This design comes from an exercise in tuning for small area on the open sky130 flow, not from production work. The RTL was checked by simulation tests, not by an equivalence proof against the original design.

==> module fifo, before the edit <==
module fifo (
    input  wire       clk,
    input  wire       clear,
    input  wire       push,
    input  wire       pop,
    input  wire [7:0] in_data,
    output reg  [7:0] out_data
);
    reg [7:0] ring [0:15];
    reg [7:0] stage;
    reg       pend;         
    reg       pend_head;    
    reg [3:0] hp, wp;
    reg       full_flag;    
    reg s_push_s, s_push_f, s_pop_s, s_pop_f;    
    integer k;
    wire ptr_eq  = (hp == wp);
    wire empty   = ptr_eq && !full_flag;
    wire full    = ptr_eq && full_flag;
    wire await_  = !(s_push_s | s_push_f | s_pop_s | s_pop_f);
    wire do_push = s_push_s && !full;
    wire do_pop  = s_pop_s && !empty;
    wire wr      = pend && (wp == 4'd0);
    always @(posedge clk) begin
        ring[0] <= wr ? stage : ring[15];
        for (k = 1; k < 16; k = k + 1)
            ring[k] <= ring[k-1];
    end
    always @(posedge clk) begin
        if (do_push) stage <= in_data;
        if (do_push) begin
            pend      <= 1'b1;
            pend_head <= empty;
        end else if (wr) begin
            pend      <= 1'b0;
            pend_head <= 1'b0;
        end
    end
    always @(posedge clk) begin
        if (clear) begin
            s_push_s <= 1'b0; s_push_f <= 1'b0; s_pop_s <= 1'b1; s_pop_f <= 1'b0;
            hp        <= 4'd0;
            wp        <= 4'd0;
            full_flag <= 1'b0;
            out_data  <= 8'h00;
        end else begin
            s_pop_s  <= await_ && pop;
            s_push_s <= await_ && !pop && push;
            s_push_f <= do_push || (s_push_f && push);
            s_pop_f  <= do_pop || (s_pop_f && pop);
            hp <= hp + (do_pop ? 4'd2 : 4'd1);
            wp <= wp + (do_push ? 4'd2 : 4'd1);
            if (do_push) full_flag <= (wp + 4'd1 == hp);
            if (do_pop) begin
                full_flag <= 1'b0;
                out_data  <= pend_head ? stage : ring[hp];
            end
        end
    end
endmodule
Settings: LEC_CHECK=0, CAP_MARGIN=20, CORE_MARGIN=2, CORE_UTILIZATION=60, SLEW_MARGIN=20; clock period 10.0 ns.
standard.sh (not shown) runs the stock make flow with config.mk's settings and CLKGATE_MAP_FILE= SYNTH_SCRIPT=/design/flow/synth_recipe.tcl, a recipe that flattens the netlist after the stock synthesis.
==> flow/flow/run.sh <==
#!/bin/bash
# Layout flow: ORFS as in the standard layout, with these changes:
#  - synthesis is the standard synthesis script (flow/synth.tcl sources
#    ORFS's synth.tcl with -nofsm -noshare, flattens and renames the same way)
#    except that the combinational logic is mapped with an area-oriented ABC
#    script (flow/area.abc) and without Yosys's full/half-adder extraction;
#    the registers are the standard synthesis's;
#  - ports are buffered with the smallest buffer (buf_1);
#  - CTS builds its tree from clkbuf_8 and inserts no dummy loads.
# make's output goes to make.log and ORFS's per-step logs to orfs/logs/;
# writing the final DEF goes to write_def.log.
set -euo pipefail
W=$PWD
F=$W/flow
cat > $W/own_config.mk <<EOC
include $W/config.mk
export BUFFER_PORTS_ARGS = -buffer_cell sky130_fd_sc_hd__buf_1
export CTS_ARGS = -sink_clustering_enable -repair_clock_nets -buf_list sky130_fd_sc_hd__clkbuf_8 -dont_use_dummy_load
EOC
make -C "$FLOW_HOME" DESIGN_CONFIG=$W/own_config.mk WORK_HOME=$W/orfs CLKGATE_MAP_FILE= \
    SYNTH_SCRIPT=$F/synth.tcl ADDER_MAP_FILE= finish > $W/make.log 2>&1
R=$W/orfs/results/$FLOW_PLATFORM/quick_rs232/base
: # left out here: write the final layout as DEF
==> flow/flow/area.abc <==
strash
fraig
dc2
fraig
dch -f
amap -A 16 -F 4
topo
==> flow/flow/synth.tcl <==
proc synth {args} { yosys synth -nofsm -noshare {*}$args }
set ::my_abc_script [file join [file dirname [file normalize [info script]]] area.abc]
proc abc {args} {
  set i [lsearch -exact $args -script]
  if { $i >= 0 } { lset args [expr {$i + 1}] $::my_abc_script }
  puts "abc (area script): $args"
  yosys abc {*}$args
}
source $::env(SCRIPTS_DIR)/synth.tcl
# left out here: clear keep_hierarchy, flatten, clean up, hide names made inside functions, write 1_2_yosys.v
Next try:
--- a/flow/design.v
+++ b/flow/design.v
@@ -4,58 +4,45 @@
     input  wire       push,
     input  wire       pop,
     input  wire [7:0] in_data,
     output reg  [7:0] out_data
 );
-    reg [7:0] ring [0:15];
-    reg [7:0] stage;
-    reg       pend;         
-    reg       pend_head;    
-    reg [3:0] hp, wp;
-    reg       full_flag;    
+    reg [7:0] mem [0:15];
+    reg [3:0] idx;       
+    reg       nonempty;
     reg s_push_s, s_push_f, s_pop_s, s_pop_f;    
     integer k;
-    wire ptr_eq  = (hp == wp);
-    wire empty   = ptr_eq && !full_flag;
-    wire full    = ptr_eq && full_flag;
-    wire await_  = !(s_push_s | s_push_f | s_pop_s | s_pop_f);
+    wire full   = nonempty && (idx == 4'd15);
+    wire await_ = !(s_push_s | s_push_f | s_pop_s | s_pop_f);
     wire do_push = s_push_s && !full;
-    wire do_pop  = s_pop_s && !empty;
-    wire wr      = pend && (wp == 4'd0);
+    wire do_pop  = s_pop_s && nonempty;
     always @(posedge clk) begin
-        ring[0] <= wr ? stage : ring[15];
-        for (k = 1; k < 16; k = k + 1)
-            ring[k] <= ring[k-1];
-    end
-    always @(posedge clk) begin
-        if (do_push) stage <= in_data;
         if (do_push) begin
-            pend      <= 1'b1;
-            pend_head <= empty;
-        end else if (wr) begin
-            pend      <= 1'b0;
-            pend_head <= 1'b0;
+            mem[0] <= in_data;
+            for (k = 1; k < 16; k = k + 1)
+                mem[k] <= mem[k-1];
         end
     end
     always @(posedge clk) begin
         if (clear) begin
             s_push_s <= 1'b0; s_push_f <= 1'b0; s_pop_s <= 1'b1; s_pop_f <= 1'b0;
-            hp        <= 4'd0;
-            wp        <= 4'd0;
-            full_flag <= 1'b0;
-            out_data  <= 8'h00;
+            idx      <= 4'd0;
+            nonempty <= 1'b0;
+            out_data <= 8'h00;
         end else begin
             s_pop_s  <= await_ && pop;
             s_push_s <= await_ && !pop && push;
             s_push_f <= do_push || (s_push_f && push);
             s_pop_f  <= do_pop || (s_pop_f && pop);
-            hp <= hp + (do_pop ? 4'd2 : 4'd1);
-            wp <= wp + (do_push ? 4'd2 : 4'd1);
-            if (do_push) full_flag <= (wp + 4'd1 == hp);
+            if (do_push) begin
+                if (nonempty) idx <= idx + 4'd1;
+                nonempty <= 1'b1;
+            end
             if (do_pop) begin
-                full_flag <= 1'b0;
-                out_data  <= pend_head ? stage : ring[hp];
+                out_data <= mem[idx];
+                if (idx == 4'd0) nonempty <= 1'b0;
+                else idx <= idx - 4'd1;
             end
         end
     end
 endmodule
 module quick_rs232 (
Outcome: The new run completed with no timing, DRC or antenna violations. Die area goes up by 9.7%. Worst hold slack improved by 0.13 ns. Via count falls by about 1.5%. Routed wire length grows by 2.4%. Register-to-register slack is worse by 0.40 ns. Clock-buffer cell count is lower by 14.

## separate check: timing with driven ports
Ports are ideal in the flow. The routed layouts listed here were re-timed in OpenROAD. Step 1 assumes that a clkbuf_16 drives the clock port and a buf_2 every other input. Step 2 adds t to the input delays and takes it off the output delays; t is the mean of the earliest and latest rising clock arrival at the registers after step 1. Input paths then give back, and output paths get back, about the clock's delay inside the block. Slacks: no drivers / after step 1 / after step 2; pairs: no drivers / after step 1.
run | shift t [ns] | setup slack, ns | worst register clock-pin slew, ns | cell pins on the clock port's net
the first run | 0.558 | 5.973 / 5.937 / 6.280 | 0.06 / 0.06 | 1
the second run | 0.495 | 5.971 / 5.936 / 6.150 | 0.09 / 0.09 | 1
After both steps setup and hold are still met in every run listed.
